This design comes from an exercise in tuning for a short achievable clock period and few clock cycles on the open sky130 flow, not from production work. Only simulation tests tie the RTL to the original design; equivalence was not proved.

==> 12-03 <==
// mips_top
module mips_top(
            input  wire          clk,
            input  wire          rst,                     
            input  wire          i_step,                  
            input  wire          i_program_memory_write,  
            input  wire [7  : 0] i_address_write,         
            input  wire [31 : 0] i_instruction_write,     
            input  wire          i_dbg_mem,               
            input  wire [4  : 0] i_dbg_addr,              
            output wire          o_halted,                
            output wire [31 : 0] o_dbg_data               
            );
Settings: LEC_CHECK=0, CAP_MARGIN=20, CELL_PAD_IN_SITES_GLOBAL_PLACEMENT=1, CORE_MARGIN=2, CORE_UTILIZATION=35, PLACE_DENSITY=0.45, SETUP_SLACK_MARGIN=3.0, SLEW_MARGIN=20, SYNTH_MEMORY_MAX_BITS=16384, TNS_END_PERCENT=5; clock period 8.0 ns.
run.sh (not shown) runs the stock make flow with config.mk's settings and CLKGATE_MAP_FILE= SYNTH_SCRIPT=/design/flow/synth_recipe.tcl, a recipe that flattens the netlist after the stock synthesis.
==> 09-19: changes against 12-03 <==
--- a/flow/design.v
+++ b/flow/design.v
@@ -208,19 +208,18 @@
     always @(*) begin
         f_insE = 32'd0;
         f_insO = 32'd0;
         for (fi = 0; fi < 128; fi = fi + 1) begin
             f_insE = f_insE | ({32{f_es[fi]}} & imem[(2*fi)*32 +: 32]);
             f_insO = f_insO | ({32{f_os[fi]}} & imem[(2*fi+1)*32 +: 32]);
         end
     end
-    wire        f_sw    = pc_bin[0];
-    wire [31:0] f_ins0  = f_sw ? f_insO  : f_insE;
-    wire [31:0] f_ins1  = f_sw ? f_insE  : f_insO;
+    wire [31:0] f_ins0  = pc_bin[0] ? f_insO  : f_insE;
+    wire [31:0] f_ins1  = pc_bin[0] ? f_insE  : f_insO;
     wire [7:0]  f_ptg0 = f_jr0 ? ras : f_tg0;
     wire [7:0]  f_ptg1 = f_jr1 ? ras : f_tg1;
     wire [7:0]  f_pc1  = pc_bin + 8'd1;
     wire [7:0]  f_pc2  = pc_bin + 8'd2;
     localparam QN = 6;
     localparam QW = 50;
     reg [QW-1:0] q [0:QN-1];
     reg [2:0]    qn;             
@@ -251,17 +250,17 @@
     reg [7:0]   de_ptg0, de_ptg1, de_alt0, de_alt1, de_pc0, de_pc1;
     reg         de_st, de_ssl;             
     reg [2:0]   de_ls0, de_ls1;
     reg [4:0]   de_off0, de_off1;
     reg         em_v0, em_v1;
     reg [31:0]  em_r0, em_r1, em_sd;
     reg [4:0]   em_dst0, em_dst1, em_ab0, em_ab1, em_sab;
     reg [31:0]  em_ah0, em_ah1, em_sah;
-    reg         em_we0, em_we1, em_ld0, em_ld1, em_st, em_st0, em_halt;
+    reg         em_we0, em_we1, em_st, em_st0, em_halt;
     reg [2:0]   em_ls0, em_ls1;
     reg [7:0]   em_pc;
     reg         cw_v0, cw_v1, cs_v;
     reg [4:0]   cw_dst0, cw_dst1, cs_ab;
     reg [31:0]  cw_d0, cw_d1, cs_data;
     reg [31:0]  cs_ah;
     reg         halted;
     reg         replay;
@@ -293,27 +292,41 @@
         input [4:0] rs, rt;
         input v0, ld0, we0; input [4:0] d0;
         input v1, ld1, we1; input [4:0] d1;
         begin
             lu = (v0 & ld0 & we0 & ((di[6] & (d0 == rs)) | (di[7] & (d0 == rt)))) |
                  (v1 & ld1 & we1 & ((di[6] & (d1 == rs)) | (di[7] & (d1 == rt))));
         end
     endfunction
-    wire d_lu0 = lu(i0, rs0, rt0, de_v0, de_ld0 & ~de_ea0, de_we0, de_dst0,
-                    de_v1, de_ld1 & ~de_ea1, de_we1, de_dst1);
-    wire d_lu1 = lu(i1, rs1, rt1, de_v0, de_ld0 & ~de_ea0, de_we0, de_dst0,
-                    de_v1, de_ld1 & ~de_ea1, de_we1, de_dst1);
     wire d_pair = q1v & ~(i0[12] & i1[12]) & ~i0[11] & ~i1[11] &
                   ~(i0[9] & i1[9]) &
                   ~(i0[5] & ((i1[6] & (rs1 == i0[4:0])) | (i1[7] & (rt1 == i0[4:0]))));
+    function [2:0] fsel;
+        input [4:0] r;
+        input imm;
+        input dv0, dwe0; input [4:0] dd0;
+        input dv1, dwe1; input [4:0] dd1;
+        reg e1, e0;
+        begin
+            e1 = ~imm & dv1 & dwe1 & (dd1 == r);
+            e0 = ~imm & dv0 & dwe0 & (dd0 == r) & ~e1;
+            fsel = {e1, e0, ~(e1 | e0)};
+        end
+    endfunction
+    wire [2:0] d_sa0 = fsel(rs0, i0[16], de_v0, de_we0, de_dst0, de_v1, de_we1, de_dst1);
+    wire [2:0] d_sb0 = fsel(rt0, i0[17], de_v0, de_we0, de_dst0, de_v1, de_we1, de_dst1);
+    wire [2:0] d_sa1 = fsel(rs1, i1[16], de_v0, de_we0, de_dst0, de_v1, de_we1, de_dst1);
+    wire [2:0] d_sb1 = fsel(rt1, i1[17], de_v0, de_we0, de_dst0, de_v1, de_we1, de_dst1);
     wire e_mis;
-    wire d_go   = run & ~replay & ~e_mis;
-    wire d_is0  = d_go & q0v & ~d_lu0;
-    wire d_is1  = d_is0 & d_pair & ~d_lu1;
+    wire d_go   = run & ~replay;
+    wire d_nb0  = i0[8] & ~d_sa0[0];
+    wire d_nb1  = i1[8] & (~d_sa1[0] | i0[9]);
+    wire d_is0  = d_go & q0v & ~d_nb0;
+    wire d_is1  = d_is0 & d_pair & ~d_nb1;
     wire [31:0] m_wb0, m_wb1;
     function [31:0] rdreg;
         input [4:0] r;
         input [1023:0] f;
         input v0; input [4:0] a0; input [31:0] x0;
         input v1; input [4:0] a1; input [31:0] x1;
         input mv0; input [4:0] ma0; input [31:0] mx0;
         input mv1; input [4:0] ma1; input [31:0] mx1;
@@ -322,40 +335,28 @@
             else if (mv0 && ma0 == r) rdreg = mx0;
             else if (v1 && a1 == r)   rdreg = x1;
             else if (v0 && a0 == r)   rdreg = x0;
             else                      rdreg = rd32(f, dec32(r));
         end
     endfunction
     wire m_we0 = em_v0 & em_we0;
     wire m_we1 = em_v1 & em_we1;
-    wire [31:0] d_rs0 = rdreg(rs0, rf, cw_v0, cw_dst0, cw_d0, cw_v1, cw_dst1, cw_d1,
-                              m_we0, em_dst0, m_wb0, m_we1, em_dst1, m_wb1);
+    wire [4:0]  d_ra0 = halted ? i_dbg_addr : rs0;
+    wire [31:0] d_rf0 = rd32(rf, dec32(d_ra0));
+    wire [31:0] d_rs0 = (m_we1 && em_dst1 == rs0) ? m_wb1 :
+                        (m_we0 && em_dst0 == rs0) ? m_wb0 :
+                        (cw_v1 && cw_dst1 == rs0) ? cw_d1 :
+                        (cw_v0 && cw_dst0 == rs0) ? cw_d0 : d_rf0;
     wire [31:0] d_rt0 = rdreg(rt0, rf, cw_v0, cw_dst0, cw_d0, cw_v1, cw_dst1, cw_d1,
                               m_we0, em_dst0, m_wb0, m_we1, em_dst1, m_wb1);
     wire [31:0] d_rs1 = rdreg(rs1, rf, cw_v0, cw_dst0, cw_d0, cw_v1, cw_dst1, cw_d1,
                               m_we0, em_dst0, m_wb0, m_we1, em_dst1, m_wb1);
     wire [31:0] d_rt1 = rdreg(rt1, rf, cw_v0, cw_dst0, cw_d0, cw_v1, cw_dst1, cw_d1,
                               m_we0, em_dst0, m_wb0, m_we1, em_dst1, m_wb1);
-    function [2:0] fsel;
-        input [4:0] r;
-        input imm;
-        input dv0, dwe0; input [4:0] dd0;
-        input dv1, dwe1; input [4:0] dd1;
-        reg e1, e0;
-        begin
-            e1 = ~imm & dv1 & dwe1 & (dd1 == r);
-            e0 = ~imm & dv0 & dwe0 & (dd0 == r) & ~e1;
-            fsel = {e1, e0, ~(e1 | e0)};
-        end
-    endfunction
-    wire [2:0] d_sa0 = fsel(rs0, i0[16], de_v0, de_we0, de_dst0, de_v1, de_we1, de_dst1);
-    wire [2:0] d_sb0 = fsel(rt0, i0[17], de_v0, de_we0, de_dst0, de_v1, de_we1, de_dst1);
-    wire [2:0] d_sa1 = fsel(rs1, i1[16], de_v0, de_we0, de_dst0, de_v1, de_we1, de_dst1);
-    wire [2:0] d_sb1 = fsel(rt1, i1[17], de_v0, de_we0, de_dst0, de_v1, de_we1, de_dst1);
     function [31:0] imma;
         input [31:0] ins;
         begin
             imma = (ins[1:0] == 2'b01) ? {{16{ins[15]}}, ins[15:0]} : {27'b0, ins[10:6]};
         end
     endfunction
     function [31:0] immb;
         input [31:0] ins;
@@ -379,41 +380,41 @@
     endfunction
     wire [31:0] e_a0 = fwd(de_sa0, em_r1, em_r0, de_a0);
     wire [31:0] e_b0 = fwd(de_sb0, em_r1, em_r0, de_b0);
     wire [31:0] e_a1 = fwd(de_sa1, em_r1, em_r0, de_a1);
     wire [31:0] e_b1 = fwd(de_sb1, em_r1, em_r0, de_b1);
     function [31:0] alu;
         input [31:0] a, b;
         input [10:0] op;
-        reg [31:0] sum, dif, fast, slow, shl, shr, sra;
+        reg [31:0] sum, fast, slow, shl, shr, sra;
         reg slt, big;
         begin
-            sum  = a + b;
-            dif  = a - b;
+            sum  = a + (b ^ {32{op[1] | op[6]}}) + {31'b0, op[1] | op[6]};
             fast = ({32{op[2]}}  & (a & b)) |
                    ({32{op[3]}}  & (a | b)) |
                    ({32{op[4]}}  & (a ^ b)) |
                    ({32{op[5]}}  & ~(a | b)) |
                    ({32{op[10]}} & b);
-            slt  = (a[31] ^ b[31]) ? a[31] : dif[31];
+            slt  = (a[31] ^ b[31]) ? a[31] : sum[31];
             big  = |a[31:5];
             shl  = b << a[4:0];
             shr  = b >> a[4:0];
             sra  = $signed(b) >>> a[4:0];
             slow = ({32{op[6]}}  & {31'b0, slt}) |
                    ({32{op[7] & ~big}} & shl) |
                    ({32{op[8] & ~big}} & shr) |
                    ({32{op[9]}}  & (big ? {32{b[31]}} : sra));
-            alu  = ({32{op[0]}} & sum) | ({32{op[1]}} & dif) | (fast | slow);
+            alu  = ({32{op[0] | op[1]}} & sum) | (fast | slow);
         end
     endfunction
     wire        m_stv = em_v0 & em_st;
+    wire [31:0] e_dm0 = rd32(dm, halted ? dec32(i_dbg_addr) : de_eah0);
     wire [31:0] e_lr0 = (m_stv && em_sab == de_eab0) ? em_sd :
-                        (cs_v && cs_ab == de_eab0) ? cs_data : rd32(dm, de_eah0);
+                        (cs_v && cs_ab == de_eab0) ? cs_data : e_dm0;
     wire [31:0] e_lr1 = (m_stv && em_sab == de_eab1) ? em_sd :
                         (cs_v && cs_ab == de_eab1) ? cs_data : rd32(dm, de_eah1);
     wire [31:0] e_r0 = ({32{de_ea0}} & ldfmt(e_lr0, de_ls0)) | alu(e_a0, e_b0, de_op0);
     wire [31:0] e_r1 = ({32{de_ea1}} & ldfmt(e_lr1, de_ls1)) | alu(e_a1, e_b1, de_op1);
     wire        e_live   = run & ~replay;
     wire        e_tk0    = de_bne0 ^ (e_a0 == e_b0);
     wire        e_tk1    = de_bne1 ^ (e_a1 == e_b1);
     wire        e_mis0   = de_v0 & ((de_br0 & (e_tk0 ^ de_pt0)) |
@@ -433,23 +434,18 @@
     always @(*) begin
         case (e_sls)
             3'b000:  e_sd = {{24{e_sb[7]}}, e_sb[7:0]};
             3'b001:  e_sd = {{16{e_sb[15]}}, e_sb[15:0]};
             3'b011:  e_sd = e_sb;
             default: e_sd = 32'd0;
         endcase
     end
-    wire [31:0] m_raw0 = (cs_v && cs_ab == em_ab0) ? cs_data : rd32(dm, em_ah0);
-    wire [31:0] m_raw1 = (em_st0 && em_sab == em_ab1) ? em_sd :
-                         (cs_v && cs_ab == em_ab1) ? cs_data : rd32(dm, em_ah1);
-    wire [31:0] m_ld0 = ldfmt(m_raw0, em_ls0);
-    wire [31:0] m_ld1 = ldfmt(m_raw1, em_ls1);
-    assign m_wb0 = em_ld0 ? m_ld0 : em_r0;
-    assign m_wb1 = em_ld1 ? m_ld1 : em_r1;
+    assign m_wb0 = em_r0;
+    assign m_wb1 = em_r1;
     wire m_ok = em_v0 & ~replay & ~halted & run;    
     wire f_go = run & ~replay & (qn <= 3'd4);
     wire [1:0] d_n = {1'b0, d_is0} + {1'b0, d_is1};    
     wire [1:0] f_n = f_go ? (f_pt0 ? 2'd1 : 2'd2) : 2'd0;
     reg [255:0] f_noh;       
     always @(*) begin
         if (e_mis)        f_noh = dec256(e_rdt);
         else if (!run)    f_noh = 256'd1;
@@ -508,28 +504,28 @@
                     q[qi] <= (d_n == 2'd0) ? q[qi] :
                              (d_n == 2'd1) ? q[(qi + 1) % QN] : q[(qi + 2) % QN];
                 else if (qi + d_n == qn)
                     q[qi] <= f_e0;
                 else if (qi + d_n == qn + 1)
                     q[qi] <= f_e1;
             end
         end
-        de_v0    <= d_is0;
-        de_v1    <= d_is1;
+        de_v0    <= d_is0 & ~e_mis;
+        de_v1    <= d_is1 & ~e_mis;
         de_sa0   <= d_sa0;
         de_sb0   <= d_sb0;
         de_sa1   <= d_sa1;
         de_sb1   <= d_sb1;
         de_a0    <= i0[16] ? imma(q0_ins) : d_rs0;
         de_b0    <= i0[17] ? immb(q0_ins, q0_pc) : d_rt0;
         de_a1    <= i1[16] ? imma(q1_ins) : d_rs1;
         de_b1    <= i1[17] ? immb(q1_ins, q1_pc) : d_rt1;
-        de_op0   <= (i0[8] & d_sa0[0]) ? 11'd0 : i0[28:18];
-        de_op1   <= (i1[8] & d_sa1[0] & ~i0[9]) ? 11'd0 : i1[28:18];
+        de_op0   <= i0[8] ? 11'd0 : i0[28:18];
+        de_op1   <= i1[8] ? 11'd0 : i1[28:18];
         de_dst0  <= i0[4:0];
         de_dst1  <= i1[4:0];
         de_we0   <= i0[5];
         de_we1   <= i1[5];
         de_ld0   <= i0[8];
         de_ld1   <= i1[8];
         de_br0   <= i0[12];
         de_br1   <= i1[12];
@@ -551,18 +547,18 @@
         de_lp1   <= q1_lp;
         de_halt  <= i0[11];
         de_st    <= i0[9] | (d_is1 & i1[9]);
         de_ssl   <= ~i0[9];
         de_ls0   <= q0_ins[28:26];
         de_ls1   <= q1_ins[28:26];
         de_off0  <= q0_ins[4:0];
         de_off1  <= q1_ins[4:0];
-        de_ea0   <= i0[8] & d_sa0[0];
-        de_ea1   <= i1[8] & d_sa1[0] & ~i0[9];
+        de_ea0   <= i0[8];
+        de_ea1   <= i1[8];
         de_eab0  <= d_rs0[4:0] + q0_ins[4:0];
         de_eab1  <= d_rs1[4:0] + q1_ins[4:0];
         de_eah0  <= dec32(d_rs0[4:0] + q0_ins[4:0]);
         de_eah1  <= dec32(d_rs1[4:0] + q1_ins[4:0]);
         u_jalr  <= e_live & (e_mis0 ? de_jalr0 : (e_mis1 & de_jalr1));
         u_pc    <= e_mis0 ? de_pc0 : (e_mis1 ? de_pc1 : r_pc);
         u_fb    <= r_br & ~r_lp;
         u_ftk   <= r_tk;
@@ -577,82 +573,88 @@
         em_ab0  <= e_ab0;
         em_ah0  <= dec32(e_ab0);
         em_ab1  <= e_ab1;
         em_ah1  <= dec32(e_ab1);
         em_sab  <= e_sab;
         em_sah  <= dec32(e_sab);
         em_we0  <= de_we0;
         em_we1  <= de_we1;
-        em_ld0  <= de_ld0 & ~de_ea0;
-        em_ld1  <= de_ld1 & ~de_ea1;
         em_st   <= de_st & ~(de_ssl & e_mis0);
         em_st0  <= de_st & ~de_ssl;
         em_halt <= de_halt;
         em_ls0  <= de_ls0;
         em_ls1  <= de_ls1;
         em_pc   <= de_pc0;
     end
-    wire [31:0] g_rs = dec32(i_dbg_addr);
     reg  [31:0] dbg_q;
     always @(posedge clk)
-        dbg_q <= i_dbg_mem ? rd32(dm, g_rs) : rd32(rf, g_rs);
+        dbg_q <= i_dbg_mem ? e_dm0 : d_rf0;
     assign o_dbg_data = dbg_q;
     localparam LN = 4;
     reg [LN-1:0] lt_v, lt_l;
     reg [7:0]    lt_tag [0:LN-1];
     reg [3:0]    lt_c [0:LN-1];
     reg [3:0]    lt_s [0:LN-1];
     reg [3:0]    lt_t [0:LN-1];
     reg [1:0]    lt_vic;
+    reg          ur_br, ur_tk, ur_fl, uf_0, uf_1, uf_pt0, uf_pt1;
+    reg  [7:0]   ur_pc, uf_pc;
     wire         r_br  = e_live & ((de_v0 & de_br0) | (de_v1 & de_br1 & ~e_mis0));
     wire         r_tk  = (de_v0 & de_br0) ? e_tk0 : e_tk1;
     wire [7:0]   r_pc  = (de_v0 & de_br0) ? de_pc0 : de_pc1;
     wire         r_lp  = (de_v0 & de_br0) ? de_lp0 : de_lp1;
-    wire         r_lbr = r_br & r_lp;
-    wire         p_fl  = ~run | replay | e_mis;
-    wire         f_en0 = f_go & f_lp0;
-    wire         f_en1 = f_go & ~f_pt0 & f_lp1;
+    always @(posedge clk) begin
+        ur_br  <= r_br & r_lp;
+        ur_tk  <= r_tk;
+        ur_pc  <= r_pc;
+        ur_fl  <= ~run | replay | e_mis;
+        uf_0   <= f_go & f_lp0;
+        uf_1   <= f_go & ~f_pt0 & f_lp1;
+        uf_pt0 <= f_pt0;
+        uf_pt1 <= f_pt1;
+        uf_pc  <= pc_bin;
+    end
+    wire [7:0]   uf_pc1 = uf_pc + 8'd1;
     reg  [LN-1:0] lt_hit;
     integer li;
     always @(*)
         for (li = 0; li < LN; li = li + 1)
-            lt_hit[li] = lt_v[li] & (lt_tag[li] == r_pc);
-    wire         lt_miss = r_lbr & ~|lt_hit;
+            lt_hit[li] = lt_v[li] & (lt_tag[li] == ur_pc);
+    wire         lt_miss = ur_br & ~|lt_hit;
     reg  [3:0]   lt_nc [0:LN-1];
     reg  [3:0]   lt_nt [0:LN-1];
     reg  [3:0]   lt_ns [0:LN-1];
     reg  [LN-1:0] lt_nl, lt_al, lt_pred;
-    reg  [255:0] lt_wr;      
-    reg  [255:0] lt_wv;      
-    reg  [255:0] lt_dec;
+    reg  [255:0] lt_wr, lt_wv, lt_dec;    
+    reg  [255:0] lq_wr, lq_wv;            
     always @(*) begin
         lt_wr = 256'd0;
         lt_wv = 256'd0;
         for (li = 0; li < LN; li = li + 1) begin
             lt_al[li] = lt_miss & (lt_vic == li);
             if (lt_al[li]) begin
-                lt_nc[li] = r_tk ? 4'd1 : 4'd0;
+                lt_nc[li] = ur_tk ? 4'd1 : 4'd0;
                 lt_nt[li] = 4'd0;
-                lt_nl[li] = ~r_tk;
-            end else if (r_lbr & lt_hit[li]) begin
-                lt_nc[li] = r_tk ? ((lt_c[li] == 4'hf) ? lt_c[li] : lt_c[li] + 4'd1) : 4'd0;
-                lt_nt[li] = r_tk ? lt_t[li] : lt_c[li];
-                lt_nl[li] = lt_l[li] | ~r_tk;
+                lt_nl[li] = ~ur_tk;
+            end else if (ur_br & lt_hit[li]) begin
+                lt_nc[li] = ur_tk ? ((lt_c[li] == 4'hf) ? lt_c[li] : lt_c[li] + 4'd1) : 4'd0;
+                lt_nt[li] = ur_tk ? lt_t[li] : lt_c[li];
+                lt_nl[li] = lt_l[li] | ~ur_tk;
             end else begin
                 lt_nc[li] = lt_c[li];
                 lt_nt[li] = lt_t[li];
                 lt_nl[li] = lt_l[li];
             end
-            if (p_fl | lt_al[li])
+            if (ur_fl | lt_al[li])
                 lt_ns[li] = lt_nc[li];
-            else if (f_en0 & (lt_tag[li] == pc_bin))
-                lt_ns[li] = f_pt0 ? ((lt_s[li] == 4'hf) ? lt_s[li] : lt_s[li] + 4'd1) : 4'd0;
-            else if (f_en1 & (lt_tag[li] == f_pc1))
-                lt_ns[li] = f_pt1 ? ((lt_s[li] == 4'hf) ? lt_s[li] : lt_s[li] + 4'd1) : 4'd0;
+            else if (uf_0 & (lt_tag[li] == uf_pc))
+                lt_ns[li] = uf_pt0 ? ((lt_s[li] == 4'hf) ? lt_s[li] : lt_s[li] + 4'd1) : 4'd0;
+            else if (uf_1 & (lt_tag[li] == uf_pc1))
+                lt_ns[li] = uf_pt1 ? ((lt_s[li] == 4'hf) ? lt_s[li] : lt_s[li] + 4'd1) : 4'd0;
             else
                 lt_ns[li] = lt_s[li];
             lt_pred[li] = ~(lt_nl[li] & (lt_ns[li] == lt_nt[li]) & (lt_nt[li] != 4'hf));
             lt_dec = dec256(lt_tag[li]) & {256{lt_v[li]}};
             lt_wr = lt_wr | lt_dec;
             lt_wv = lt_wv | (lt_dec & {256{lt_pred[li]}});
         end
     end
@@ -660,35 +662,37 @@
         if (!run) begin
             lt_v   <= {LN{1'b0}};
             lt_vic <= 2'd0;
         end else begin
             lt_v   <= lt_v | lt_al;
             lt_vic <= lt_vic + {1'b0, lt_miss};
         end
         for (li = 0; li < LN; li = li + 1) begin
-            if (lt_al[li]) lt_tag[li] <= r_pc;
+            if (lt_al[li]) lt_tag[li] <= ur_pc;
             lt_c[li] <= lt_nc[li];
             lt_t[li] <= lt_nt[li];
             lt_s[li] <= lt_ns[li];
         end
-        lt_l <= lt_nl;
+        lt_l  <= lt_nl;
+        lq_wr <= lt_wr & {256{run}};
+        lq_wv <= lt_wv;
     end
     generate
         for (gi = 0; gi < 256; gi = gi + 1) begin : g_imem
             always @(posedge clk) begin
                 if (w2_we & w2_sel[gi]) begin
                     imem[gi*32 +: 32]    <= w2_d;
                     pm_pt[gi]            <= w2_pt;
                     pm_jr[gi]            <= w2_jr;
                     pm_call[gi]          <= w2_call;
                     pm_loop[gi]          <= w2_loop;
                     pm_tgt[gi*8 +: 8]    <= w2_tgt;
-                end else if (lt_wr[gi]) begin
-                    pm_pt[gi]            <= lt_wv[gi];
+                end else if (lq_wr[gi]) begin
+                    pm_pt[gi]            <= lq_wv[gi];
                 end else if (u_sel[gi] & u_jalr) begin
                     pm_tgt[gi*8 +: 8]    <= u_tgt;
                     pm_pt[gi]            <= 1'b1;
                 end else if (u_sel[gi] & u_fb) begin
                     pm_pt[gi]            <= u_ftk;
                 end
             end
         end
CELL_PAD_IN_SITES_GLOBAL_PLACEMENT = not set   (was 1)
PLACE_DENSITY = not set   (was 0.45)
==> summary.txt <==
* Outcome: did not finish
* Last stage reached: global routing (5_1_grt)
* Tool error: [ERROR GRT-0116] Global routing finished with congestion. Check the congestion regions in the DRC Viewer.
* Top cells by area, synth: edfxtp_1 59%, dfxtp_1 6.3%, mux2_2 5.2%
[end of results for 09-19]
==> summary.txt <==
* Outcome: did not finish
* Last stage reached: global routing (5_1_grt)
* Tool error: [ERROR GRT-0116] Global routing finished with congestion. Check the congestion regions in the DRC Viewer.
* Top cells by area, synth: edfxtp_1 58%, a22oi_1 5.3%, a221oi_1 5.2%
* Pre-CTS WS at -0.444 ns
[end of results for 12-03]
Testbench counts of 12-03, summed over its fixed seeds: cycles 292,656.
Testbench counts of 09-19, summed over its fixed seeds: cycles 298,550.
